What follows belongs to an exercise in optimizing a design on an open flow for small area, a short achievable clock period and few clock cycles; a production flow would make more cautious choices.
Function was checked by simulation only, so behaviour that the tests miss may differ from the original.

## design/flow/flow/run.sh

```bash
#!/bin/bash
set -euo pipefail
bash standard.sh SETUP_SLACK_MARGIN=7.5 'BUFFER_PORTS_ARGS=-buffer_cell sky130_fd_sc_hd__buf_1' finish > standard_make.log 2>&1
```

## design/flow/standard.sh

```bash
#!/bin/bash
# synth_recipe.tcl (not shown) runs the flow's synth.tcl, then flattens the netlist and writes it again
# the make line also repeats each setting of config.mk as NAME=value (left out here)
make -C /OpenROAD-flow-scripts/flow DESIGN_CONFIG=/design/flow/config.mk WORK_HOME=/design/flow/orfs CLKGATE_MAP_FILE= SYNTH_SCRIPT=/design/flow/synth_recipe.tcl "${@:-finish}"
```

## design/flow/config.mk

```make
export PLATFORM = sky130hd
export DESIGN_NAME = LearningMachine
export DESIGN_NICKNAME = LearningMachine
export VERILOG_FILES = /design/flow/design.v
export SDC_FILE = /design/flow/constraint.sdc
export NUM_CORES = 4
export LEC_CHECK = 0
export ABC_CLOCK_PERIOD_IN_PS = 5000
export CAP_MARGIN = 20
export CORE_MARGIN = 2
export CORE_UTILIZATION = 40
export CTS_BUF_LIST = sky130_fd_sc_hd__clkbuf_8
export SETUP_SLACK_MARGIN = 5
export SLEW_MARGIN = 20
export SYNTH_HIERARCHICAL = 1
export SYNTH_MINIMUM_KEEP_SIZE = 0
```

## design/flow/constraint.sdc

```tcl
create_clock -name core_clock -period 12.0 [get_ports {clk}]
set_input_delay 2.4000 -clock core_clock [delete_from_list [all_inputs] [get_ports {clk}]]
set_output_delay 2.4000 -clock core_clock [all_outputs]
set_load 0.01 [all_outputs]
```

## design/flow/design.v

```verilog
`timescale 1ns/1ns
module Controller(input clk, rst, start, compare, flag, output InitYin, InitW1, InitW2, InitB, InitFlag, InitAlpha, LdX1, LdX2, LdT, Select2, LdYin, LdFlag, LdAlphaT, LdW1, LdW2, LdB,ReadEn,Ready, output [1:0] Select1, Sel1, Sel2);
	reg initYin, initW1, initW2, initB, initFlag, initAlpha, ldX1, ldX2, ldT, select2, ldYin, ldFlag, ldAlphaT, ldW1, ldW2, ldB;
	reg [1:0] select1, sel1, sel2;
	reg [3:0] ns, ps;
	reg ldCnt, cntDown;
	reg readEn, ready;
	wire co;
	reg [7:0] Cout;
	always@(ps, start, co, compare, flag)begin
		ns = 4'b0;
		case(ps)
			4'b0000: begin
				ns = (start)? 4'b0001 : 4'b0000;
			  end
			4'b0001: begin
				ns = 4'b0010;
				end
			4'b0010: begin
				ns = 4'b0011;
				end
			4'b0011: begin
				ns = 4'b0100;
				end
			4'b0100: begin
				ns = 4'b0101;
				end
			4'b0101: begin
				ns = compare ? 4'b0110 : 4'b1010;
				end
			4'b0110: begin
				ns = 4'b0111;
				end
			4'b0111: begin
				ns = 4'b1000;
				end
			4'b1000: begin
				ns = 4'b1001;
				end
			4'b1001: begin
				ns = 4'b1010;
				end
			4'b1010: begin
				ns = (co == 0) ? 4'b0010 : 
				     (flag == 1) ? 4'b1011 : 
				     (flag == 0) ? 4'b0000 : 4'b1010;
				end
			4'b1011: begin
			  ns = 4'b0010;
			  end
			default: ns = 4'b0000;
		endcase
	end
	always@(ps)begin
		{initYin, initW1, initW2, initB, initFlag, ldCnt, initAlpha, ldX1, ldX2, ldT, cntDown, select2, ldYin, ldFlag, ldAlphaT, ldW1, ldW2, ldB} = 18'b0;
		readEn = 1'b0;
		ready = 1'b0;
		select1 = 2'b0;
		sel1 = 2'b0;
		sel2 = 2'b0;
		case(ps)
			4'b0000: begin
				ready = 1;
			  end
			4'b0001: begin
				initW1 = 1;
				initW2 = 1;
				initB = 1;
				initYin = 1;
				ldCnt = 1;
				initAlpha = 1;
				end
			4'b0010: begin
				ldX1 = 1;
				ldX2 = 1;
				ldT = 1;
				cntDown = 1;
				readEn = 1;
				end
			4'b0011: begin
				sel1 = 2'b00;
				sel2 = 2'b01;
				select1 = 2'b01;
				select2 = 1;
				ldYin = 1;
				end
			4'b0100: begin
				sel1 = 2'b01;
				sel2 = 2'b10;
				select1 = 2'b00;
				select2 = 1;
				ldYin = 1;
				end
			4'b0101: begin
				end
			4'b0110: begin
				sel1 = 2'b10;
				sel2 = 2'b0;
				ldAlphaT = 1;
				ldFlag = 1;
				end
			4'b0111: begin
				sel1 = 2'b11;
				sel2 = 2'b01;
				select2 = 1;
				select1 = 2'b10;
				ldW1 = 1;
				end
			4'b1000: begin
				sel1 = 2'b11;
				sel2 = 2'b10;
				select2 = 1;
				select1 = 2'b11;
				ldW2 = 1;
				end
			4'b1001: begin
				select2 = 0;
				select1 = 2'b01;
				ldB = 1;
				end
			4'b1010: begin
				end
			4'b1011: begin
			  ldCnt = 1;
			  initFlag = 1;
			  end
		endcase
	end
	always@(posedge clk,posedge rst)begin
		if(rst) ps <= 4'b0000;
		else ps <= ns;
	end
	always@(posedge clk, posedge rst)begin
	  if(rst)
	    Cout = 8'b11001000;
	  else begin
	    if(ldCnt) Cout <= 8'b11001000;
	    else if(cntDown) Cout <= Cout - 1;
	  end
  end
  assign co = ~|{Cout};
  assign InitYin = initYin;
  assign InitW1 = initW1;
  assign InitW2 = initW2;
  assign InitB = initB;
  assign InitFlag = initFlag;
  assign LdCnt = ldCnt;
  assign InitAlpha = initAlpha;
  assign LdX1 = ldX1;
  assign LdX2 = ldX2;
  assign LdT = ldT;
  assign CntDown = cntDown;
  assign Select1 = select1;
  assign Select2 = select2;
  assign LdYin = ldYin;
  assign LdFlag = ldFlag;
  assign LdAlphaT = ldAlphaT;
  assign LdW1 = ldW1;
  assign LdW2 = ldW2;
  assign LdB = ldB;
  assign Sel1 = sel1;
  assign Sel2 = sel2;
  assign ReadEn = readEn;
  assign Ready = ready;
endmodule
`timescale 1ns/1ns
module FlagReg(input clk,rst,loadData,initVal, output out);
  reg outData;
  assign out = outData;
  always@(posedge clk, posedge rst)begin
    if(rst) outData <= 1'b0;
    else
    begin
      if(initVal) outData <= 1'b0;
      else
    begin
    if (loadData) outData <= 1'b1;
    else outData <= outData;
    end
  end
  end
endmodule
`timescale 1ns/1ns
module Reg2bit(input clk,rst,loadData,initVal, input [1:0] inData, output[1:0] out);
  reg [1:0] outData;
  assign out = outData;
  always@(posedge clk, posedge rst)begin
    if(rst) outData <= 2'b0;
    else
    begin
      if(initVal) outData <= 2'b0;
      else
    begin
    if (loadData) outData <= inData;
    else outData <= outData;
    end
  end
  end
endmodule
`timescale 1ns/1ns
module Reg3bit(input clk,rst,loadData,initVal, input [2:0] inData, output[2:0] out);
  reg [2:0] outData;
  assign out = outData;
  always@(posedge clk, posedge rst)begin
    if(rst) outData <= 3'b0;
    else
    begin
      if(initVal) outData <= 3'b0;
      else
    begin
    if (loadData) outData <= inData;
    else outData <= outData;
    end
  end
  end
endmodule
`timescale 1ns/1ns
module Reg7bit(input clk,rst,loadData,initVal, input [6:0] inData, output[6:0] out);
  reg [6:0] outData;
  assign out = outData;
  always@(posedge clk, posedge rst)begin
    if(rst) outData <= 7'b0;
    else
    begin
      if(initVal) outData <= 7'b0;
      else
    begin
    if (loadData) outData <= inData;
    else outData <= outData;
    end
  end
  end
endmodule
`timescale 1ns/1ns
module Reg14bit(input clk,rst,loadData,initVal, input [13:0] inData, output[13:0] out);
  reg [13:0] outData;
  assign out = outData;
  always@(posedge clk, posedge rst)begin
    if(rst) outData <= 14'b0;
    else
    begin
      if(initVal) outData <= 14'b0;
      else
    begin
    if (loadData) outData <= inData;
    else outData <= outData;
    end
  end
  end
endmodule
`timescale 1ns/1ns
module Mux2to1(input select, input [13:0]in1,in2, output [13:0]MuxOut);
  assign MuxOut = ~select ? in1 : in2;
endmodule
`timescale 1ns/1ns
module Mux4to1(input [1:0]select, input [13:0]in1,in2,in3,in4, output [13:0]MuxOut);
  assign MuxOut = select==2'b00 ? in1 :
          select==2'b01 ? in2 :
          select==2'b10 ? in3 :
          select==2'b11 ? in4 : 14'bz;
endmodule
`timescale 1ns/1ns
module adder( input [13:0] op1, op2, output [13:0] result );
  assign result = op1 + op2;
endmodule
`timescale 1ns/1ns
module multiplier( input [13:0] op1, op2, output [13:0] result );
  wire [27:0] w;
  wire signed [13:0] operand1,operand2;
  assign operand1 = op1;
  assign operand2 = op2;
  assign w = operand1 * operand2;
  assign result = w[21:8];
endmodule
`timescale 1ns/1ns
module DataPath(input clk,rst, input [6:0] x1Data,x2Data, input [1:0] tData, input InitYin, InitW1, InitW2, InitB, InitFlag, InitAlpha, LdX1, LdX2, LdT, Select2, LdYin, LdFlag, LdAlphaT, LdW1, LdW2, LdB, input [1:0]  Select1, Sel1, Sel2, output compare, flag, output[1:0] signYin, output[13:0] w1,w2,b,Yin);
  wire [6:0] x1,x2;
  wire [1:0] t;
  wire [2:0] alpha,alphaT;
  wire [13:0] AddOut,MultOut,MultOp1,MultOp2,AddOp1,AddOp2;
  wire [13:0] castedT,castedAlphaT,castedAlpha,castedX1,castedX2;
  assign castedT = t[1] ? {4'b1111, t, 8'b0}: {4'b0, t, 8'b0};
  assign castedAlphaT = alphaT[2] ? {5'b11111, alphaT, 6'b0}: {5'b0, alphaT, 6'b0};
  assign castedAlpha = alpha[2] ? {5'b11111, alpha, 6'b0}: {5'b0, alpha, 6'b0};
  assign castedX1 = x1[6] ? {3'b111, x1, 4'b0}: {3'b0, x1, 4'b0};
  assign castedX2 = x2[6] ? {3'b111, x2, 4'b0}: {3'b0, x2, 4'b0};
  FlagReg FLAG(clk,rst,LdFlag,InitFlag, flag);
  Reg2bit T(clk,rst,LdT,1'b0,tData,t);
  Reg3bit ALPHA(clk,rst,InitAlpha,1'b0,3'b011, alpha);
  Reg3bit ALPHAT(clk,rst,LdAlphaT,1'b0,MultOut[8:6], alphaT);
  Reg7bit X1(clk,rst,LdX1,1'b0,x1Data, x1);
  Reg7bit X2(clk,rst,LdX2,1'b0,x2Data, x2);
  Reg14bit W1(clk,rst,LdW1,InitW1,AddOut, w1);
  Reg14bit W2(clk,rst,LdW2,InitW2,AddOut, w2);
  Reg14bit B (clk,rst,LdB,InitB,AddOut, b);
  Reg14bit YIN (clk,rst,LdYin,InitYin,AddOut, Yin);
  Mux4to1 MULTOP1(Sel1,w1,w2,castedT,castedAlphaT, MultOp1);
  Mux4to1 MULTOP2(Sel2,castedAlpha,castedX1,castedX2,14'b0, MultOp2);
  Mux4to1 ADDOP1(Select1,Yin,b,w1,w2, AddOp1);
  Mux2to1 ADDOP2(Select2,castedAlphaT,MultOut, AddOp2);
  multiplier MULTIPLIER(MultOp1,MultOp2, MultOut);
  adder ADDER(AddOp1,AddOp2, AddOut);
  assign compare = (Yin == 14'b0) ? 1 : (Yin[13] ^ t[1]);
  assign signYin = Yin[13] ? 2'b11 : 2'b01;  
endmodule
`timescale 1ns/1ns
module LearningMachine(input clk,rst, start, input [6:0] x1Data,x2Data, input [1:0] tData, output[1:0] signYin, output[13:0] w1,w2,b,Yin,output ReadEn, Ready);
  reg busy, rdEn, valid;
  reg xlast, flag;
  reg [7:0] cnt;      
  reg [6:0] x1, x2;
  reg [3:0] o1, o2;      
  reg [2:0] tw1, tw2;    
  reg t;
  reg [11:0] u1, u2;
  reg [7:0] v;
  reg [13:0] yReg;
  wire [13:0] ya, yb;
  wire [11:0] u1n, u2n;
  wire n1;
  wire n2;
  wire n3;
  wire n4;
  wire n5;
  wire n6;
  wire n7;
  wire n8;
  wire n9;
  wire n10;
  wire n11;
  wire n12;
  wire n13;
  wire n14;
  wire n15;
  wire n16;
  wire n17;
  wire n18;
  wire n19;
  wire n20;
  wire n21;
  wire n22;
  wire n23;
  wire n24;
  wire n25;
  wire n26;
  wire n27;
  wire n28;
  wire n29;
  wire n30;
  wire n31;
  wire n32;
  wire n33;
  wire n34;
  wire n35;
  wire n36;
  wire n37;
  wire n38;
  wire n39;
  wire n40;
  wire n41;
  wire n42;
  wire n43;
  wire n44;
  wire n45;
  wire n46;
  wire n47;
  wire n48;
  wire n49;
  wire s50;
  wire c51;
  wire s52;
  wire c53;
  wire n54;
  wire n55;
  wire n56;
  wire n57;
  wire n58;
  wire n59;
  wire n60;
  wire n61;
  wire n62;
  wire n63;
  wire n64;
  wire n65;
  wire n66;
  wire n67;
  wire n68;
  wire n69;
  wire n70;
  wire n71;
  wire n72;
  wire n73;
  wire n74;
  wire n75;
  wire n76;
  wire n77;
  wire n78;
  wire n79;
  wire n80;
  wire n81;
  wire n82;
  wire n83;
  wire n84;
  wire n85;
  wire n86;
  wire n87;
  wire n88;
  wire n89;
  wire n90;
  wire n91;
  wire n92;
  wire n93;
  wire n94;
  wire n95;
  wire n96;
  wire n97;
  wire n98;
  wire n99;
  wire n100;
  wire n101;
  wire s102;
  wire c103;
  wire s104;
  wire c105;
  wire s106;
  wire c107;
  wire s108;
  wire c109;
  wire s110;
  wire c111;
  wire s112;
  wire c113;
  wire s114;
  wire c115;
  wire s116;
  wire c117;
  wire s118;
  wire c119;
  wire s120;
  wire c121;
  wire s122;
  wire c123;
  wire s124;
  wire c125;
  wire s126;
  wire c127;
  wire s128;
  wire c129;
  wire s130;
  wire c131;
  wire s132;
  wire c133;
  wire s134;
  wire c135;
  wire s136;
  wire c137;
  wire s138;
  wire c139;
  wire s140;
  wire c141;
  wire s142;
  wire c143;
  wire s144;
  wire c145;
  wire s146;
  wire c147;
  wire s148;
  wire c149;
  wire s150;
  wire c151;
  wire s152;
  wire c153;
  wire s154;
  wire c155;
  wire s156;
  wire c157;
  wire s158;
  wire c159;
  wire s160;
  wire c161;
  wire s162;
  wire c163;
  wire s164;
  wire c165;
  wire s166;
  wire c167;
  wire s168;
  wire c169;
  wire s170;
  wire c171;
  wire s172;
  wire c173;
  wire s174;
  wire c175;
  wire s176;
  wire c177;
  wire s178;
  wire c179;
  wire s180;
  wire c181;
  wire s182;
  wire c183;
  wire s184;
  wire c185;
  wire s186;
  wire c187;
  wire s188;
  wire c189;
  wire s190;
  wire c191;
  wire s192;
  wire c193;
  wire s194;
  wire c195;
  wire s196;
  wire c197;
  wire s198;
  wire c199;
  wire s200;
  wire c201;
  wire s202;
  wire c203;
  wire s204;
  wire c205;
  wire s206;
  wire c207;
  wire s208;
  wire c209;
  wire s210;
  wire c211;
  wire s212;
  wire c213;
  wire s214;
  wire c215;
  wire s216;
  wire c217;
  wire s218;
  wire c219;
  wire s220;
  wire c221;
  wire s222;
  wire c223;
  wire s224;
  wire c225;
  wire s226;
  wire c227;
  wire s228;
  wire c229;
  wire s230;
  wire c231;
  wire s232;
  wire c233;
  wire s234;
  wire c235;
  wire s236;
  wire c237;
  wire s238;
  wire c239;
  wire s240;
  wire c241;
  wire s242;
  wire c243;
  wire s244;
  wire c245;
  wire s246;
  wire c247;
  wire s248;
  wire c249;
  wire s250;
  wire c251;
  wire s252;
  wire c253;
  wire s254;
  wire c255;
  wire s256;
  wire c257;
  wire s258;
  wire c259;
  wire s260;
  wire c261;
  wire s262;
  wire c263;
  wire s264;
  wire c265;
  wire s266;
  wire c267;
  wire s268;
  wire c269;
  wire s270;
  wire c271;
  wire s272;
  wire c273;
  wire s274;
  wire c275;
  wire s276;
  wire c277;
  wire s278;
  wire c279;
  wire s280;
  wire c281;
  wire s282;
  wire c283;
  wire s284;
  wire c285;
  wire s286;
  wire c287;
  wire s288;
  wire c289;
  wire s290;
  wire c291;
  wire s292;
  wire c293;
  wire s294;
  wire c295;
  wire s296;
  wire c297;
  wire s298;
  wire c299;
  wire s300;
  wire c301;
  wire s302;
  wire c303;
  wire g304;
  wire p305;
  wire g306;
  wire p307;
  wire g308;
  wire p309;
  wire g310;
  wire p311;
  wire g312;
  wire p313;
  wire g314;
  wire p315;
  wire g316;
  wire p317;
  wire g318;
  wire p319;
  wire g320;
  wire p321;
  wire g322;
  wire p323;
  wire g324;
  wire p325;
  wire g326;
  wire p327;
  wire g328;
  wire p329;
  wire g330;
  wire p331;
  wire g332;
  wire p333;
  wire g334;
  wire p335;
  wire g336;
  wire p337;
  wire g338;
  wire p339;
  wire g340;
  wire p341;
  wire g342;
  wire p343;
  wire g344;
  wire p345;
  wire g346;
  wire p347;
  wire g348;
  wire p349;
  wire g350;
  wire p351;
  wire g352;
  wire p353;
  wire y354;
  wire y355;
  wire y356;
  wire y357;
  wire y358;
  wire y359;
  wire y360;
  wire y361;
  wire y362;
  wire y363;
  wire y364;
  wire y365;
  wire y366;
  assign n1 = ((o1[0] & u1[0])) ^ x1[1];
  assign n2 = ((o1[0] & u1[1]) | (tw1[0] & u1[0])) ^ x1[1];
  assign n3 = ((o1[0] & u1[2]) | (tw1[0] & u1[1])) ^ x1[1];
  assign n4 = ((o1[0] & u1[3]) | (tw1[0] & u1[2])) ^ x1[1];
  assign n5 = ((o1[0] & u1[4]) | (tw1[0] & u1[3])) ^ x1[1];
  assign n6 = ((o1[0] & u1[5]) | (tw1[0] & u1[4])) ^ x1[1];
  assign n7 = ((o1[0] & u1[6]) | (tw1[0] & u1[5])) ^ x1[1];
  assign n8 = ((o1[0] & u1[7]) | (tw1[0] & u1[6])) ^ x1[1];
  assign n9 = ((o1[0] & u1[8]) | (tw1[0] & u1[7])) ^ x1[1];
  assign n10 = ((o1[0] & u1[9]) | (tw1[0] & u1[8])) ^ x1[1];
  assign n11 = ((o1[0] & u1[10]) | (tw1[0] & u1[9])) ^ x1[1];
  assign n12 = ((o1[0] & u1[11]) | (tw1[0] & u1[10])) ^ x1[1];
  assign n13 = ~(((o1[0] & u1[11]) | (tw1[0] & u1[11])) ^ x1[1]);
  assign n14 = ((o1[1] & u1[0])) ^ x1[3];
  assign n15 = ((o1[1] & u1[1]) | (tw1[1] & u1[0])) ^ x1[3];
  assign n16 = ((o1[1] & u1[2]) | (tw1[1] & u1[1])) ^ x1[3];
  assign n17 = ((o1[1] & u1[3]) | (tw1[1] & u1[2])) ^ x1[3];
  assign n18 = ((o1[1] & u1[4]) | (tw1[1] & u1[3])) ^ x1[3];
  assign n19 = ((o1[1] & u1[5]) | (tw1[1] & u1[4])) ^ x1[3];
  assign n20 = ((o1[1] & u1[6]) | (tw1[1] & u1[5])) ^ x1[3];
  assign n21 = ((o1[1] & u1[7]) | (tw1[1] & u1[6])) ^ x1[3];
  assign n22 = ((o1[1] & u1[8]) | (tw1[1] & u1[7])) ^ x1[3];
  assign n23 = ((o1[1] & u1[9]) | (tw1[1] & u1[8])) ^ x1[3];
  assign n24 = ((o1[1] & u1[10]) | (tw1[1] & u1[9])) ^ x1[3];
  assign n25 = ((o1[1] & u1[11]) | (tw1[1] & u1[10])) ^ x1[3];
  assign n26 = ~(((o1[1] & u1[11]) | (tw1[1] & u1[11])) ^ x1[3]);
  assign n27 = ((o1[2] & u1[0])) ^ x1[5];
  assign n28 = ((o1[2] & u1[1]) | (tw1[2] & u1[0])) ^ x1[5];
  assign n29 = ((o1[2] & u1[2]) | (tw1[2] & u1[1])) ^ x1[5];
  assign n30 = ((o1[2] & u1[3]) | (tw1[2] & u1[2])) ^ x1[5];
  assign n31 = ((o1[2] & u1[4]) | (tw1[2] & u1[3])) ^ x1[5];
  assign n32 = ((o1[2] & u1[5]) | (tw1[2] & u1[4])) ^ x1[5];
  assign n33 = ((o1[2] & u1[6]) | (tw1[2] & u1[5])) ^ x1[5];
  assign n34 = ((o1[2] & u1[7]) | (tw1[2] & u1[6])) ^ x1[5];
  assign n35 = ((o1[2] & u1[8]) | (tw1[2] & u1[7])) ^ x1[5];
  assign n36 = ((o1[2] & u1[9]) | (tw1[2] & u1[8])) ^ x1[5];
  assign n37 = ((o1[2] & u1[10]) | (tw1[2] & u1[9])) ^ x1[5];
  assign n38 = ((o1[2] & u1[11]) | (tw1[2] & u1[10])) ^ x1[5];
  assign n39 = (o1[3] & u1[0]);
  assign n40 = x1[6] & ~((o1[3] & u1[0]));
  assign n41 = ((o1[3] & u1[1])) ^ x1[6];
  assign n42 = ((o1[3] & u1[2])) ^ x1[6];
  assign n43 = ((o1[3] & u1[3])) ^ x1[6];
  assign n44 = ((o1[3] & u1[4])) ^ x1[6];
  assign n45 = ((o1[3] & u1[5])) ^ x1[6];
  assign n46 = ((o1[3] & u1[6])) ^ x1[6];
  assign n47 = ((o1[3] & u1[7])) ^ x1[6];
  assign n48 = ((o1[3] & u1[8])) ^ x1[6];
  assign n49 = ((o1[3] & u1[9])) ^ x1[6];
  LM_ha hs50(n1, x1[1], s50, c51);
  LM_ha hs52(n2, c51, s52, c53);
  assign n54 = ((o2[0] & u2[0])) ^ x2[1];
  assign n55 = ((o2[0] & u2[1]) | (tw2[0] & u2[0])) ^ x2[1];
  assign n56 = ((o2[0] & u2[2]) | (tw2[0] & u2[1])) ^ x2[1];
  assign n57 = ((o2[0] & u2[3]) | (tw2[0] & u2[2])) ^ x2[1];
  assign n58 = ((o2[0] & u2[4]) | (tw2[0] & u2[3])) ^ x2[1];
  assign n59 = ((o2[0] & u2[5]) | (tw2[0] & u2[4])) ^ x2[1];
  assign n60 = ((o2[0] & u2[6]) | (tw2[0] & u2[5])) ^ x2[1];
  assign n61 = ((o2[0] & u2[7]) | (tw2[0] & u2[6])) ^ x2[1];
  assign n62 = ((o2[0] & u2[8]) | (tw2[0] & u2[7])) ^ x2[1];
  assign n63 = ((o2[0] & u2[9]) | (tw2[0] & u2[8])) ^ x2[1];
  assign n64 = ((o2[0] & u2[10]) | (tw2[0] & u2[9])) ^ x2[1];
  assign n65 = ((o2[0] & u2[11]) | (tw2[0] & u2[10])) ^ x2[1];
  assign n66 = ~(((o2[0] & u2[11]) | (tw2[0] & u2[11])) ^ x2[1]);
  assign n67 = ((o2[1] & u2[0])) ^ x2[3];
  assign n68 = ((o2[1] & u2[1]) | (tw2[1] & u2[0])) ^ x2[3];
  assign n69 = ((o2[1] & u2[2]) | (tw2[1] & u2[1])) ^ x2[3];
  assign n70 = ((o2[1] & u2[3]) | (tw2[1] & u2[2])) ^ x2[3];
  assign n71 = ((o2[1] & u2[4]) | (tw2[1] & u2[3])) ^ x2[3];
  assign n72 = ((o2[1] & u2[5]) | (tw2[1] & u2[4])) ^ x2[3];
  assign n73 = ((o2[1] & u2[6]) | (tw2[1] & u2[5])) ^ x2[3];
  assign n74 = ((o2[1] & u2[7]) | (tw2[1] & u2[6])) ^ x2[3];
  assign n75 = ((o2[1] & u2[8]) | (tw2[1] & u2[7])) ^ x2[3];
  assign n76 = ((o2[1] & u2[9]) | (tw2[1] & u2[8])) ^ x2[3];
  assign n77 = ((o2[1] & u2[10]) | (tw2[1] & u2[9])) ^ x2[3];
  assign n78 = ((o2[1] & u2[11]) | (tw2[1] & u2[10])) ^ x2[3];
  assign n79 = ~(((o2[1] & u2[11]) | (tw2[1] & u2[11])) ^ x2[3]);
  assign n80 = ((o2[2] & u2[0])) ^ x2[5];
  assign n81 = ((o2[2] & u2[1]) | (tw2[2] & u2[0])) ^ x2[5];
  assign n82 = ((o2[2] & u2[2]) | (tw2[2] & u2[1])) ^ x2[5];
  assign n83 = ((o2[2] & u2[3]) | (tw2[2] & u2[2])) ^ x2[5];
  assign n84 = ((o2[2] & u2[4]) | (tw2[2] & u2[3])) ^ x2[5];
  assign n85 = ((o2[2] & u2[5]) | (tw2[2] & u2[4])) ^ x2[5];
  assign n86 = ((o2[2] & u2[6]) | (tw2[2] & u2[5])) ^ x2[5];
  assign n87 = ((o2[2] & u2[7]) | (tw2[2] & u2[6])) ^ x2[5];
  assign n88 = ((o2[2] & u2[8]) | (tw2[2] & u2[7])) ^ x2[5];
  assign n89 = ((o2[2] & u2[9]) | (tw2[2] & u2[8])) ^ x2[5];
  assign n90 = ((o2[2] & u2[10]) | (tw2[2] & u2[9])) ^ x2[5];
  assign n91 = ((o2[2] & u2[11]) | (tw2[2] & u2[10])) ^ x2[5];
  assign n92 = ((o2[3] & u2[0])) ^ x2[6];
  assign n93 = ((o2[3] & u2[1])) ^ x2[6];
  assign n94 = ((o2[3] & u2[2])) ^ x2[6];
  assign n95 = ((o2[3] & u2[3])) ^ x2[6];
  assign n96 = ((o2[3] & u2[4])) ^ x2[6];
  assign n97 = ((o2[3] & u2[5])) ^ x2[6];
  assign n98 = ((o2[3] & u2[6])) ^ x2[6];
  assign n99 = ((o2[3] & u2[7])) ^ x2[6];
  assign n100 = ((o2[3] & u2[8])) ^ x2[6];
  assign n101 = ((o2[3] & u2[9])) ^ x2[6];
  LM_ha hs102(n54, x2[1], s102, c103);
  LM_ha hs104(n55, c103, s104, c105);
  LM_fa fs106(x1[3], x2[3], n3, s106, c107);
  LM_fa fs108(x1[5], x2[5], n5, s108, c109);
  LM_ha hs110(n6, n17, s110, c111);
  LM_fa fs112(x2[6], n7, n18, s112, c113);
  LM_fa fs114(n29, n39, n60, s114, c115);
  LM_fa fs116(n8, n19, n30, s116, c117);
  LM_fa fs118(n40, n41, n61, s118, c119);
  LM_ha hs120(n72, n83, s120, c121);
  LM_fa fs122(v[0], n9, n20, s122, c123);
  LM_fa fs124(n31, n42, n62, s124, c125);
  LM_fa fs126(n73, n84, n94, s126, c127);
  LM_fa fs128(v[1], n10, n21, s128, c129);
  LM_fa fs130(n32, n43, n63, s130, c131);
  LM_fa fs132(n74, n85, n95, s132, c133);
  LM_fa fs134(v[2], n11, n22, s134, c135);
  LM_fa fs136(n33, n44, n64, s136, c137);
  LM_fa fs138(n75, n86, n96, s138, c139);
  LM_fa fs140(v[3], n12, n23, s140, c141);
  LM_fa fs142(n34, n45, n65, s142, c143);
  LM_fa fs144(n76, n87, n97, s144, c145);
  LM_fa fs146(v[4], n13, n24, s146, c147);
  LM_fa fs148(n35, n46, n66, s148, c149);
  LM_fa fs150(n77, n88, n98, s150, c151);
  LM_fa fs152(1'b1, v[5], n25, s152, c153);
  LM_fa fs154(n36, n47, n78, s154, c155);
  LM_ha hs156(n89, n99, s156, c157);
  LM_fa fs158(1'b1, v[6], n26, s158, c159);
  LM_fa fs160(n37, n48, n79, s160, c161);
  LM_ha hs162(n90, n100, s162, c163);
  LM_fa fs164(v[7], n38, n49, s164, c165);
  LM_ha hs166(n91, n101, s166, c167);
  LM_fa fs168(n14, n56, n67, s168, c169);
  LM_fa fs170(n4, n15, n57, s170, c171);
  LM_fa fs172(n16, n27, n58, s172, c173);
  LM_ha hs174(n69, n80, s174, c175);
  LM_fa fs176(n28, n59, n70, s176, c177);
  LM_fa fs178(n81, s110, c109, s178, c179);
  LM_fa fs180(n71, n82, n92, s180, c181);
  LM_fa fs182(c111, s112, s114, s182, c183);
  LM_fa fs184(n93, s120, c113, s184, c185);
  LM_fa fs186(c115, s116, s118, s186, c187);
  LM_fa fs188(c121, c117, c119, s188, c189);
  LM_fa fs190(s122, s124, s126, s190, c191);
  LM_fa fs192(c123, c125, c127, s192, c193);
  LM_fa fs194(s128, s130, s132, s194, c195);
  LM_fa fs196(c129, c131, c133, s196, c197);
  LM_fa fs198(s134, s136, s138, s198, c199);
  LM_fa fs200(c135, c137, c139, s200, c201);
  LM_fa fs202(s140, s142, s144, s202, c203);
  LM_fa fs204(c141, c143, c145, s204, c205);
  LM_fa fs206(s146, s148, s150, s206, c207);
  LM_fa fs208(s156, c147, c149, s208, c209);
  LM_fa fs210(c151, s152, s154, s210, c211);
  LM_fa fs212(c157, s162, c153, s212, c213);
  LM_fa fs214(c155, s158, s160, s214, c215);
  LM_fa fs216(t, c163, s166, s216, c217);
  LM_fa fs218(c159, c161, s164, s218, c219);
  LM_ha hs220(s106, c53, s220, c221);
  LM_fa fs222(n68, c107, c169, s222, c223);
  LM_fa fs224(s174, c171, s108, s224, c225);
  LM_fa fs226(c175, c173, s176, s226, c227);
  LM_fa fs228(c177, s180, c179, s228, c229);
  LM_fa fs230(c181, s184, c183, s230, c231);
  LM_fa fs232(c185, c187, s188, s232, c233);
  LM_fa fs234(c189, c191, s192, s234, c235);
  LM_fa fs236(c193, c195, s196, s236, c237);
  LM_fa fs238(c197, c199, s200, s238, c239);
  LM_fa fs240(c201, c203, s204, s240, c241);
  LM_fa fs242(c205, c207, s208, s242, c243);
  LM_fa fs244(c209, s212, c211, s244, c245);
  LM_fa fs246(c213, s216, c215, s246, c247);
  LM_ha hs248(c105, s168, s248, c249);
  LM_fa fs250(s170, c221, s222, s250, c251);
  LM_fa fs252(s172, c223, s224, s252, c253);
  LM_fa fs254(c225, s178, s226, s254, c255);
  LM_fa fs256(c227, s182, s228, s256, c257);
  LM_fa fs258(s186, c229, s230, s258, c259);
  LM_fa fs260(s190, c231, s232, s260, c261);
  LM_fa fs262(s194, c233, s234, s262, c263);
  LM_fa fs264(s198, c235, s236, s264, c265);
  LM_fa fs266(s202, c237, s238, s266, c267);
  LM_fa fs268(s206, c239, s240, s268, c269);
  LM_fa fs270(s210, c241, s242, s270, c271);
  LM_fa fs272(s214, c243, s244, s272, c273);
  LM_fa fs274(s218, c245, s246, s274, c275);
  assign ya = {c273, c271, c269, c267, c265, c263, c261, c259, c257, c255, c253, c251, c249, s248};
  assign yb = {s274, s272, s270, s268, s266, s264, s262, s260, s258, s256, s254, s252, s250, s220};
  LM_ha hs276(s248, s220, s276, c277);
  LM_ha hs278(c249, s250, s278, c279);
  LM_ha hs280(c251, s252, s280, c281);
  LM_ha hs282(c253, s254, s282, c283);
  LM_ha hs284(c255, s256, s284, c285);
  LM_ha hs286(c257, s258, s286, c287);
  LM_ha hs288(c259, s260, s288, c289);
  LM_ha hs290(c261, s262, s290, c291);
  LM_ha hs292(c263, s264, s292, c293);
  LM_ha hs294(c265, s266, s294, c295);
  LM_ha hs296(c267, s268, s296, c297);
  LM_ha hs298(c269, s270, s298, c299);
  LM_ha hs300(c271, s272, s300, c301);
  LM_ha hs302(c273, s274, s302, c303);
  LM_g qg304(c279, s278, c277, g304);
  LM_gp qg306(c283, s282, c281, s280, g306, p307);
  LM_gp qg308(c287, s286, c285, s284, g308, p309);
  LM_gp qg310(c291, s290, c289, s288, g310, p311);
  LM_gp qg312(c295, s294, c293, s292, g312, p313);
  LM_gp qg314(c299, s298, c297, s296, g314, p315);
  LM_gp qg316(c303, s302, c301, s300, g316, p317);
  LM_g qg318(c281, s280, g304, g318);
  LM_g qg320(g306, p307, g304, g320);
  LM_gp qg322(c289, s288, g308, p309, g322, p323);
  LM_gp qg324(g310, p311, g308, p309, g324, p325);
  LM_gp qg326(c297, s296, g312, p313, g326, p327);
  LM_gp qg328(g314, p315, g312, p313, g328, p329);
  LM_g qg330(c285, s284, g320, g330);
  LM_g qg332(g308, p309, g320, g332);
  LM_g qg334(g322, p323, g320, g334);
  LM_g qg336(g324, p325, g320, g336);
  LM_gp qg338(c301, s300, g328, p329, g338, p339);
  LM_gp qg340(g316, p317, g328, p329, g340, p341);
  LM_g qg342(c293, s292, g336, g342);
  LM_g qg344(g312, p313, g336, g344);
  LM_g qg346(g326, p327, g336, g346);
  LM_g qg348(g328, p329, g336, g348);
  LM_g qg350(g338, p339, g336, g350);
  LM_g qg352(g340, p341, g336, g352);
  assign y354 = s278 ^ c277;
  assign y355 = s280 ^ g304;
  assign y356 = s282 ^ g318;
  assign y357 = s284 ^ g320;
  assign y358 = s286 ^ g330;
  assign y359 = s288 ^ g332;
  assign y360 = s290 ^ g334;
  assign y361 = s292 ^ g336;
  assign y362 = s294 ^ g342;
  assign y363 = s296 ^ g344;
  assign y364 = s298 ^ g346;
  assign y365 = s300 ^ g348;
  assign y366 = s302 ^ g350;
  assign yt = {y366, y365, y364, y363, y362, y361, y360, y359, y358, y357, y356, y355, y354, s276};
  wire [5:0] xl1 = x1[5:0] ^ {6{t}};
  wire xs1 = x1[6] ^ t;
  assign u1n = u1 + {4'd0, ~xs1, xs1, xl1} + {4'd0, ~xs1, xl1, t} + {4'b1111, 6'd0, t, 1'b0};
  wire [5:0] xl2 = x2[5:0] ^ {6{t}};
  wire xs2 = x2[6] ^ t;
  assign u2n = u2 + {4'd0, ~xs2, xs2, xl2} + {4'd0, ~xs2, xl2, t} + {4'b1111, 6'd0, t, 1'b0};
  wire [13:0] yt;    
  wire [13:0] y = {yt[13] ^ t, yt[12:0]};
  wire [13:0] zx = ya ^ yb ^ {ya[12:0] | yb[12:0], 1'b0} ^ {t, 13'd0};
  wire yzero = ~|zx;
  wire mis = yzero | yt[13];
  wire upd = valid & mis;
  wire clr = ~busy & start;
  wire [7:0] vn = v + {{6{t}}, ~t, 1'b1};    
  wire last = (cnt == 8'd14);
  function [6:0] booth(input [6:0] x);
    reg [8:0] e;
    integer i;
    begin
      e = {x[6], x, 1'b0};
      for (i = 0; i < 4; i = i + 1)
        booth[i] = e[2*i+1] ^ e[2*i];
      for (i = 0; i < 3; i = i + 1)
        booth[4+i] = (e[2*i+2] & ~e[2*i+1] & ~e[2*i]) | (~e[2*i+2] & e[2*i+1] & e[2*i]);
    end
  endfunction
  wire [6:0] bd1 = booth(x1Data);
  wire [6:0] bd2 = booth(x2Data);
  always @(posedge clk) begin
    x1 <= x1Data; x2 <= x2Data; t <= tData[1];
    o1 <= bd1[3:0]; tw1 <= bd1[6:4];
    o2 <= bd2[3:0]; tw2 <= bd2[6:4];
  end
  always @(posedge clk) begin
    if (!busy) begin
      xlast <= 1'b0; flag <= 1'b0; cnt <= 8'd1;
    end else begin
      if (rdEn) begin
        xlast <= last;
        cnt <= last ? 8'd1 : {cnt[6:0], cnt[7] ^ cnt[5] ^ cnt[4] ^ cnt[3]};
      end
      if (rdEn && last) flag <= 1'b0;
      else if (upd && !xlast) flag <= 1'b1;
    end
  end
  always @(posedge clk, posedge rst) begin
    if (rst) begin
      busy <= 1'b0; rdEn <= 1'b0; valid <= 1'b0;
      u1 <= 12'd0; u2 <= 12'd0; v <= 8'd0; yReg <= 14'd0;
    end else begin
      if (valid) yReg <= y;
      u1 <= upd ? u1n : u1 & {12{~clr}};
      u2 <= upd ? u2n : u2 & {12{~clr}};
      v <= upd ? vn : v & {8{~clr}};
      if (!busy) begin
        if (start) begin
          busy <= 1'b1; rdEn <= 1'b1; valid <= 1'b0;
        end
      end else begin
        valid <= rdEn;
        if (rdEn && last) begin
          rdEn <= flag | upd;
        end else if (!rdEn && xlast && valid) begin
          rdEn <= mis;
          busy <= mis;
        end
      end
    end
  end
  assign w1 = {u1, 2'b00};
  assign w2 = {u2, 2'b00};
  assign b = {v, 6'b0};
  assign Yin = yReg;
  assign signYin = {yReg[13], 1'b1};
  assign ReadEn = rdEn;
  assign Ready = ~busy;
endmodule
module LM_fa(input a, b, c, output s, co);
  assign s = a ^ b ^ c;
  assign co = (a & b) | (a & c) | (b & c);
endmodule
module LM_ha(input a, b, output s, co);
  assign s = a ^ b;
  assign co = a & b;
endmodule
module LM_gp(input gh, ph, gl, pl, output g, p);
  assign g = gh | (ph & gl);
  assign p = ph & pl;
endmodule
module LM_g(input gh, ph, gl, output g);
  assign g = gh | (ph & gl);
endmodule
```

==> flow_metrics.tcl, run 1 <==
set metrics [dict create \
    status "complete, no violations" \
    setup_violations 0 \
    wl_per_cell_um 17.55 \
    netlist_area_mm2 0.008896 \
    cts_buffers 9 \
    cts.path.max_buffers 2 \
    synth_area_leaders "fa_1, dfrtp_1, xnor2_1" \
    grt_use_total_pct 19.17 \
    core_area_mm2 0.02182 \
    ys_seq_elements 86 \
    dpl_cell_area_mm2 0.009283 \
    rsz0062_at_grt "yes" \
    yosysTopAreaCell "fa_1" \
    crit_chain "a22oi_1 > xnor2_1 > fa_2 > fa_2 > fa_1 > fa_2 > ha_4 > a21o_1 > a21o_1 > a21o_1 > a21o_1 > xnor2_2 > nand2b_4 > o41a_4 > and2_4 > o21bai_1 > a22o_1" \
    drc 0 \
    synth-seq-area-share_pct 22.11 \
    synthCells 929 \
    synth_cell_types 51 \
    tns_ns 0 \
    die_w_um 153.1 \
    drtIter0Drc 349 \
    ant_nets 0 \
    yosysWarnings 8 \
    tightestPinTransition_ns 0.9342 \
    dp_hpwl_mm 15.65 \
    cp_common_cell "a21o_1" \
    cts_tree "built" \
    critPathMaxFanout 6 \
    cpPeakStageDelay_ns 0.61 \
    relSlewSlack_pct 37.72 \
    antennaDiodeCount 0 \
    r2r_cells 17 \
    fin_crit_ns 5.043 \
    maxCapViolations 0 \
    port_buffers 66 \
    clk_latency_ns 0.40 \
    whs_ns 0.4690 \
    initial_core_util_pct 40.76 \
    htree_levels 3 \
    fin_worst_skew_ns 0.01771 \
    required_ns 12.33 \
    fmax_mhz 198.3 \
    grt-ovfl-total 0 \
    hp-class "reg -> reg" \
    yosysTopAreaCellShare_pct 20.25 \
    postLayoutCoreUtil_pct 48.06 \
    grt_pass1_vias 6693 \
    critPathSlowestCell "fa_2" \
    io_pins 79 \
    die_h_um 153.1 \
    final_cell_area_mm2 0.01049 \
    cts.sinks 86 \
    area_growth_pct 17.89 \
    viasPerCell 5.279 \
    synthArstFlopShare_pct 56.98 \
    routed_wl_mm 22.51 \
    path_class "reg -> reg" \
    root_buffer "clkbuf_8" \
    hold_buffers 0 \
    cp-start-kind "register" \
    drt_first_pass_iters 7 \
    worstPathArrival_ns 5.37 \
    nNetsFinal 1171 \
    finalHoldViolCount 0 \
    final_common_cell "xnor2_1" \
    grt_pass1_wl_mm 35.67 \
    crit_path_end_kind "register" \
    fill_cells 2043 \
    drive_above_1_share_pct 21.36 \
    fin_crit_sh_pct 42.03 \
    vias 6768 \
    slew_violations 0 \
    num_rows 54 \
    antenna_found_initial 0 \
    clk_pin_slew_ns 0.10 \
    die_area_mm2 0.02345 \
    layout_common_cells "xnor2_1, buf_1, fa_1, inv_1, ha_1" \
    synth_area_per_cell_um2 9.576 \
    synth_edf_count 0 \
    hold_depth 1 \
    synthFlopType "dfrtp_1" \
    gp_congestion 0.8698 \
    grt_max_degree 50 \
]
[per-layer routing]
layer,vias up,part of all wire [%],GRT usage (%)
met3,36,4.5,3.204
met2,164,47,30.57
met5,-,0,0
met1,3369,46,26.58
li1,3199,-,-
met4,0,2.2,6.349
[Yosys cell counts, types with 3 or more instances]
master / instances
inv_1: 63
xnor2_1: 135
dfxtp_1: 37
mux2i_1: 6
nor3_1: 6
buf_4: 12
a21o_1: 30
fa_1: 90
a21oi_1: 29
nand2_1: 45
nor2_1: 38
o21ai_0: 45
ha_1: 65
o41ai_1: 3
a31oi_1: 4
buf_6: 3
nand3_1: 31
and2_1: 14
xor2_1: 38
nor2b_1: 6
a22oi_1: 66
o21bai_1: 3
clkbuf_1: 50
nand2b_1: 14
buf_1: 12
dfrtp_1: 49
nand3b_1: 4
[cell type report]
| type | instances | area, um2 | area share, % |
|---|---|---|---|
| repair buffers | 125 | 813.3 | 7.755 |
| multi-input cells | 711 | 6849 | 65.31 |
| clock inverters | 7 | 50.05 | 0.4772 |
| inverters | 64 | 240.2 | 2.291 |
| flip-flops and latches | 86 | 2061 | 19.65 |
| clock buffers | 9 | 123.9 | 1.181 |
| well taps | 280 | 350.3 | 3.340 |
[flip-flops by register name (all words and copies together), names as in the netlist, 3 cells and up]
| signal | flops |
|---|---|
| yReg | 14 |
| u1 | 12 |
| u2 | 12 |
| cnt | 8 |
| v | 8 |
| x1 | 6 |
| x2 | 6 |
| o1 | 4 |
| o2 | 4 |
| tw1 | 3 |
| tw2 | 3 |
[kinds of logic (layout without fill, tap and decap cells)]
| family | count (synthesis) | in the layout | share of synthesized area, % |
|---|---|---|---|
| buffers and inverters | 143 | 205 | 6.821 |
| AOI/OAI and AO/OA | 195 | 195 | 14.54 |
| DFF | 86 | 86 | 22.11 |
| and+or+nand+nor | 167 | 167 | 9.086 |
| other | 2 | 13 | 0.08442 |
| adders and majority gates | 155 | 155 | 29.40 |
| xor gates and xnor gates | 173 | 173 | 17.03 |
| muxes | 8 | 8 | 0.9283 |
[Yosys stat by module, one instance, submodules excluded]
module | times used | area, um2
LearningMachine | 1 | 6802
LM_g | 12 | 7.507
LM_fa | 77 | 20.02
LM_gp | 10 | 13.76
LM_ha | 26 | 12.51
[per-stage QoR]
| step | setup WS, ns | instances |
|---|---|---|
| floorplan | 7.128 | 940 |
| global placement | 6.099 | 1211 |
| detailed placement | 5.993 | 1211 |
| CTS | 7.005 | 1267 |
| global route | 6.792 | 1282 |
| finish | 6.957 | 1282 |
[worst paths after layout]
| check | startpoint | slack [ns] | to |
|---|---|---|---|
| min in group asynchronous | rst | 2.17 | rdEn |
| setup reg to reg | u1[10] | 6.96 | u1[11] |
| hold / removal | flag | 0.47 | flag |
| max in group asynchronous | rst | 9.33 | u2[6] |
| hold reg to reg | flag | 0.47 | flag |
| setup / recovery | u1[10] | 6.96 | u1[11] |
[critical path: cells and delay by family (launching register included)]
family	cells	cell delay, ns
AOI/OAI and AO/OA	8	1.48
adders and majority gates	5	2.19
DFF	1	0.48
and+or+nand+nor	2	0.42
xor gates and xnor gates	2	0.39
[timing repair]
action | in CTS | in global routing
hold endpoints to repair | 0 | 0
pin swaps | 52 | 19
buffers inserted | 38 | 12
setup endpoints to repair | 40 | 37
gates cloned | 2 | 3
resized for setup | 109 | 45
Testbench counts, summed over its fixed seeds: cycles 145,544.
==> inputs of run 2 (changes only) <==
==> design/flow/flow/run.sh (replaced) <==
#!/bin/bash
set -euo pipefail
bash standard.sh SETUP_SLACK_MARGIN=8 'BUFFER_PORTS_ARGS=-buffer_cell sky130_fd_sc_hd__buf_1' finish > standard_make.log 2>&1
--- a/design/flow/config.mk
+++ b/design/flow/config.mk
@@ -7,2 +7,3 @@
 export LEC_CHECK = 0
+export ABC_AREA = 1
 export ABC_CLOCK_PERIOD_IN_PS = 5000
@@ -11,3 +12,2 @@
 export CORE_UTILIZATION = 40
-export CTS_BUF_LIST = sky130_fd_sc_hd__clkbuf_8
 export SETUP_SLACK_MARGIN = 5
==> flow_metrics.tcl, run 2 <==
set metrics [dict create \
    status "complete, no violations" \
    whs_ns 0.4556 \
    r2r_cells 23 \
    layout_common_cells "nand2_1, inv_1, xor2_1, fa_1, buf_1" \
    synth-seq-area-share_pct 20.79 \
    cp-start-kind "register" \
    dp_hpwl_mm 18.54 \
    hold_depth 2 \
    critPathMaxFanout 8 \
    viasPerCell 4.985 \
    cpPeakStageDelay_ns 0.55 \
    drive_above_1_share_pct 18.78 \
    worstPathArrival_ns 4.94 \
    fin_worst_skew_ns 0.01220 \
    synthCells 1180 \
    grt_pass1_vias 7696 \
    yosysWarnings 8 \
    maxCapViolations 0 \
    clk_pin_slew_ns 0.07 \
    hp-class "reg -> reg" \
    tightestPinTransition_ns 1.053 \
    gp_congestion 0.9223 \
    synth_cell_types 37 \
    hold_buffers 0 \
    netlist_area_mm2 0.009459 \
    rsz0062_at_grt "yes" \
    drtIter0Drc 620 \
    largest_registers "yReg: 14 flops, u1: 12 flops, u2: 12 flops" \
    grt_max_degree 50 \
    cts_tree "built" \
    clk_latency_ns 0.35 \
    setup_violations 0 \
    nNetsFinal 1452 \
    grt_use_total_pct 21.96 \
    synth_area_per_cell_um2 8.016 \
    yosys.cell_count.top_type "nand2_1" \
    die_w_um 157.8 \
    grt-ovfl-total 0 \
    fill_cells 2242 \
    synth_area_leaders "fa_1, dfrtp_1, xor2_1" \
    port_buffers 66 \
    tns_ns 0 \
    vias 7986 \
    relSlewSlack_pct 29.81 \
    ys_seq_elements 86 \
    cts.sinks 86 \
    finalHoldViolCount 0 \
    cp_top_family "adder cells" \
    required_ns 12.24 \
    wl_per_cell_um 16.34 \
    postLayoutCoreUtil_pct 49.02 \
    synthArstFlopShare_pct 56.98 \
    crit_chain "clkinvlp_4 > buf_6 > o22ai_2 > xor2_1 > fa_1 > fa_2 > fa_1 > fa_2 > ha_4 > nand2_1 > inv_1 > nand2_1 > inv_1 > nand2_1 > inv_1 > nand2_2 > nand2_4 > xnor2_4 > buf_12 > nand2_8 > nand2_8 > nand3_2 > nand2_1" \
    io_pins 79 \
    antenna_found_initial 0 \
    fin_ws_ns 7.296 \
    drt_first_pass_iters 5 \
    area_growth_pct 20.91 \
    regArea_mm2 0.002014 \
    num_rows 56 \
    grt_pass1_wl_mm 41.83 \
    cp.depth 23 \
    antennaDiodeCount 0 \
    yosysTopAreaCellShare_pct 19.05 \
    synth_edf_count 0 \
    dp_slack_ns 6.405 \
    path_class "reg -> reg" \
    cts.path.max_buffers 2 \
    yosysTopAreaCell "fa_1" \
    largest_reg_flops 14 \
    htree_levels 3 \
    fmax_mhz 212.6 \
    die_h_um 157.8 \
    crit_buf_inv 6 \
    core_area_mm2 0.02333 \
    final_common_cell "nand2_1" \
    top_register "yReg" \
    drc 0 \
    crit_path_end_kind "register" \
    fin_crit_sh_pct 39.20 \
    slew_violations 0 \
    die_area_mm2 0.02489 \
    cp_common_cell "nand2_1" \
    ant_nets 0 \
    multi_input_area_mm2 0.007196 \
    initial_core_util_pct 40.54 \
    routed_wl_mm 26.18 \
    fin_crit_ns 4.704 \
    critPathSlowestCell "fa_1" \
    root_buffer "clkbuf_16" \
    synthFlopType "dfrtp_1" \
    cts_buffers 9 \
    synth_commonest_cells "nand2_1, inv_1, xor2_1" \
]
## run 2: changes by cell type after synthesis, moves of 26 or more
cell and change:
nand2_1 +223, inv_1 +116, xnor2_1 -107, xor2_1 +80
o22ai_1 +67, a22oi_1 -66, a21o_1 -29, clkbuf_1 -27
nand3_1 +26
## run 2: cells by family (layout without fill, tap and decap cells)
group | Yosys count | after routing | synth area share (%)
AOI/OAI and AO/OA | 150 | 151 | 9.273
DFF | 86 | 86 | 20.79
adders and majority gates | 155 | 155 | 27.65
muxes | 4 | 4 | 0.4762
buffers and inverters | 236 | 323 | 10.40
other | 2 | 13 | 0.07939
and+or+nand+nor | 399 | 403 | 17.24
xor gates and xnor gates | 148 | 148 | 14.10
## run 2: layout make-up
class                      instances  area share [%]
multi-input combinational        874           62.91
sequential                        86           17.61
timing repair buffer             122           6.848
inverter                         182           6.312
tap                              319           3.490
clock buffer                      12           2.440
clock inverter                     4          0.2297
timing repair inverter             3          0.1532
## run 2: per-module statistics from Yosys, one instance, submodules excluded
module           times used  area (um2)
LM_fa                    77       20.02
LM_g                     12       11.26
LM_gp                    10       18.77
LM_ha                    26       12.51
LearningMachine           1        7269
## run 2: final timing paths
kind	from	to	slack (ns)
worst min-delay path	flag	flag	0.46
worst max register to register	o1[1]	u1[6]	7.30
worst max-delay path	o1[1]	u1[6]	7.30
max in group asynchronous	rst	u1[11]	9.28
min in group asynchronous	rst	yReg[0]	2.21
worst min register to register	flag	flag	0.46
## run 2: metal layers
metal	GRT usage (%)	vias up	share of wire [%]
li1	-	3903	-
met2	35.20	230	46
met1	30.21	3812	45
met5	0	-	0
met3	3.340	41	5.8
met4	7.706	0	3.2
## run 2: what timing repair did
action,in CTS,in global routing
endpoints found under the setup margin,43,44
gates cloned,7,2
endpoints found under the hold margin,0,0
buffers inserted,40,12
resized for setup,74,51
pin swaps,26,34
## run 2: worst min-delay path, cell delays in order (launching register included)
cell	delay (ns)
dfxtp_1	0.30
inv_1	0.06
a21oi_1	0.06
## run 2: through the flow
| stage | area (um2) | std cells |
|---|---|---|
| CTS | 11120 | 1588 |
| finish | 11440 | 1602 |
| global placement | 10100 | 1525 |
| detailed placement | 10100 | 1525 |
| global route | 11440 | 1602 |
| floorplan | 9823 | 1191 |
==> inputs of run 3 (changes only) <==
--- a/design/flow/config.mk
+++ b/design/flow/config.mk
@@ -7,3 +7,2 @@
 export LEC_CHECK = 0
-export ABC_AREA = 1
 export ABC_CLOCK_PERIOD_IN_PS = 5000
==> flow_metrics.tcl, run 3 <==
set metrics [dict create \
    drt_first_pass_iters 5 \
    die_area_mm2 0.02345 \
    viasPerCell 5.238 \
    wl_per_cell_um 17.28 \
    num_rows 54 \
    die_w_um 153.1 \
    netlist_area_mm2 0.008896 \
    synth_area_per_cell_um2 9.576 \
    setup_violations 0 \
    path_class "reg -> reg" \
    tightestPinTransition_ns 0.9418 \
    synthFlopType "dfrtp_1" \
    crit_path_end_kind "register" \
    synth_edf_count 0 \
    critPathSlowestCell "fa_2" \
    synth_commonest_cells "xnor2_1, fa_1, a22oi_1" \
    cp-start-kind "register" \
    grt_max_degree 50 \
    yosysTopAreaCell "fa_1" \
    synthCells 929 \
    area_growth_pct 18.07 \
    yosysWarnings 8 \
    finalHoldViolCount 0 \
    placed_cells 1211 \
    yosysTopAreaCellShare_pct 20.25 \
    relSlewSlack_pct 37.21 \
    synthArstFlopShare_pct 56.98 \
    synth_area_leaders "fa_1, dfrtp_1, xnor2_1" \
    grt-ovfl-total 0 \
    required_ns 12.29 \
    cp_common_cell "fa_2" \
    cts.path.max_buffers 2 \
    slew_violations 0 \
    io_pins 79 \
    crit_chain "a22oi_2 > xnor2_2 > fa_2 > fa_2 > fa_1 > fa_2 > ha_4 > and2_4 > and2_1 > a21o_1 > a21o_1 > xnor2_2 > nand2b_4 > o41a_4 > and2_4 > o21bai_1 > a22o_1" \
    ys_seq_elements 86 \
    ant_nets 0 \
    status "complete, no violations" \
    grt_use_total_pct 19.11 \
    fill_cells 2050 \
    final_cell_area_mm2 0.01050 \
    vias 6668 \
    synth-seq-area-share_pct 22.11 \
    fin_cells 1273 \
    nNetsFinal 1162 \
    fin_crit_ns 4.978 \
    top_register "yReg" \
    die_h_um 153.1 \
    dp_hpwl_mm 15.50 \
    initial_core_util_pct 40.76 \
    hold_buffers 0 \
    largest_registers "yReg: 14 flops, u1: 12 flops, u2: 12 flops" \
    cts_buffers 9 \
    rsz0062_at_grt "yes" \
    fin_worst_skew_ns 0.01031 \
    fin_crit_sh_pct 41.48 \
    cts.sinks 86 \
    fin_ws_ns 7.022 \
    layout_common_cells "xnor2_1, buf_1, inv_1, fa_1, ha_1" \
    port_buffers 66 \
    dp_slack_ns 5.994 \
    wl_met1_mm 10.20 \
    clk_pin_slew_ns 0.07 \
    critPathMaxFanout 7 \
    root_buffer "clkbuf_16" \
    htree_levels 3 \
    synth_cell_types 51 \
    cts_tree "built" \
    dr_wl_met2_mm 10.36 \
    grt_pass1_wl_mm 35.62 \
    grt_pass1_vias 6515 \
    final_common_cell "xnor2_1" \
    drive_above_1_share_pct 21.05 \
    drc 0 \
    highest_layer "met4" \
    dpl_cell_area_mm2 0.009283 \
    routed_wl_mm 22.00 \
    worstPathArrival_ns 5.27 \
    hp-class "reg -> reg" \
    cp_top_family "adder cells" \
    clk_latency_ns 0.36 \
    antennaDiodeCount 0 \
    wl_met3_um 983 \
    tns_ns 0 \
    drtIter0Drc 392 \
    maxCapViolations 0 \
    whs_ns 0.4602 \
    fmax_mhz 200.9 \
    cpPeakStageDelay_ns 0.59 \
    postLayoutCoreUtil_pct 48.13 \
    largest_reg_flops 14 \
    antenna_found_initial 0 \
    yosys.cell_count.top_type "xnor2_1" \
    core_area_mm2 0.02182 \
    crit_buf_inv 0 \
    gp_congestion 0.8675 \
]
run 3: cell types whose count changed in the layout (fill, tap and decap cells not counted), sizes merged, moves of 7 or more:
cell,change
nand2b,+14
xnor2,+107
o22ai,-67
inv,-113
clkinvlp,-9
a21o,+29
and2,+12
nand3,-26
nand4,-7
nor2,-12
o21ai,+7
a22oi,+66
nand2,-230
xor2,-82
run 3: layout make-up:
cell class                 count  area, um2  area share [%]
tap                          280      350.3           3.335
clock inverter                 3      22.52          0.2144
multi-input combinational    711       6843           65.15
inverter                      64      240.2           2.287
sequential                    86       2058           19.60
clock buffer                  13      281.5           2.680
timing repair buffer         116      708.2           6.742
run 3: worst reg2reg max path: stages (launching register included):
cell and delay, ns:
dfrtp_2 0.49, a22oi_2 0.25, xnor2_2 0.17, fa_2 0.48
fa_2 0.40, fa_1 0.50, fa_2 0.59, ha_4 0.23
and2_4 0.16, and2_1 0.15, a21o_1 0.18, a21o_1 0.22
xnor2_2 0.16, nand2b_4 0.15, o41a_4 0.26, and2_4 0.26
o21bai_1 0.14, a22o_1 0.14
run 3: logic make-up (layout without fill, tap and decap cells):
logic type,count (synthesis),after routing,synth area share [%]
xor+xnor,173,173,17.03
other cells,2,13,0.08442
flops,86,86,22.11
buf+inv,143,196,6.821
mux,8,8,0.9283
simple gates,167,167,9.086
fa+ha+maj,155,155,29.40
compound gates,195,195,14.54
run 3: final timing paths:
path | from | to | slack [ns] | cells after the start
max in group asynchronous | rst | u2[6] | 9.29 | 3
min | flag | flag | 0.46 | 1
min in group asynchronous | rst | u1[0] | 2.22 | 3
min reg2reg | flag | flag | 0.46 | 1
max reg2reg | u2[5] | u1[11] | 7.02 | 17
max | u2[5] | u1[11] | 7.02 | 17
run 3: timing repair:
| action | in CTS | in global routing |
|---|---|---|
| gates resized for setup | 133 | 21 |
| setup buffers | 38 | 6 |
| endpoints found under the setup margin | 45 | 44 |
| cloned | 2 | 0 |
| pin swaps | 62 | 15 |
run 3: per-module statistics from Yosys (local to each module, per instance):
module,flops+latches,times used,cells inside
LM_g,0,12,1
LearningMachine,86,1,794
LM_gp,0,10,2
LM_fa,0,77,1
LM_ha,0,26,1
run 3: routing by layer:
layer / vias to the layer above / track usage (%)
li1: 3194 / -
met1: 3268 / 27.08
met2: 170 / 30.14
met3: 36 / 3.005
met4: 0 / 5.908
met5: - / 0

-- separate check: timing with driven ports --
Ports are ideal in the flow. The routed layouts listed here were re-timed in OpenROAD.
Step 1 sets driving cells, clkbuf_16 on the clock port and buf_2 on the other inputs (assumed; they add their load-dependent delay and slew).
Step 2 also shifts input and output timing later by t, the mid clock arrival at the registers, as if the neighbouring blocks saw the same clock.
a / b / c = ideal ports / drivers / drivers and shift; a / b = the first two.
run	shift t [ns]	slack for setup (ns)	worst data-port slew with drivers (ns)
run 1	0.427	6.957 / 6.957 / 6.957	0.04
run 2	0.395	7.296 / 7.296 / 7.296	0.03
run 3	0.396	7.022 / 7.022 / 7.022	0.04
After both steps setup and hold are still met in every run listed.
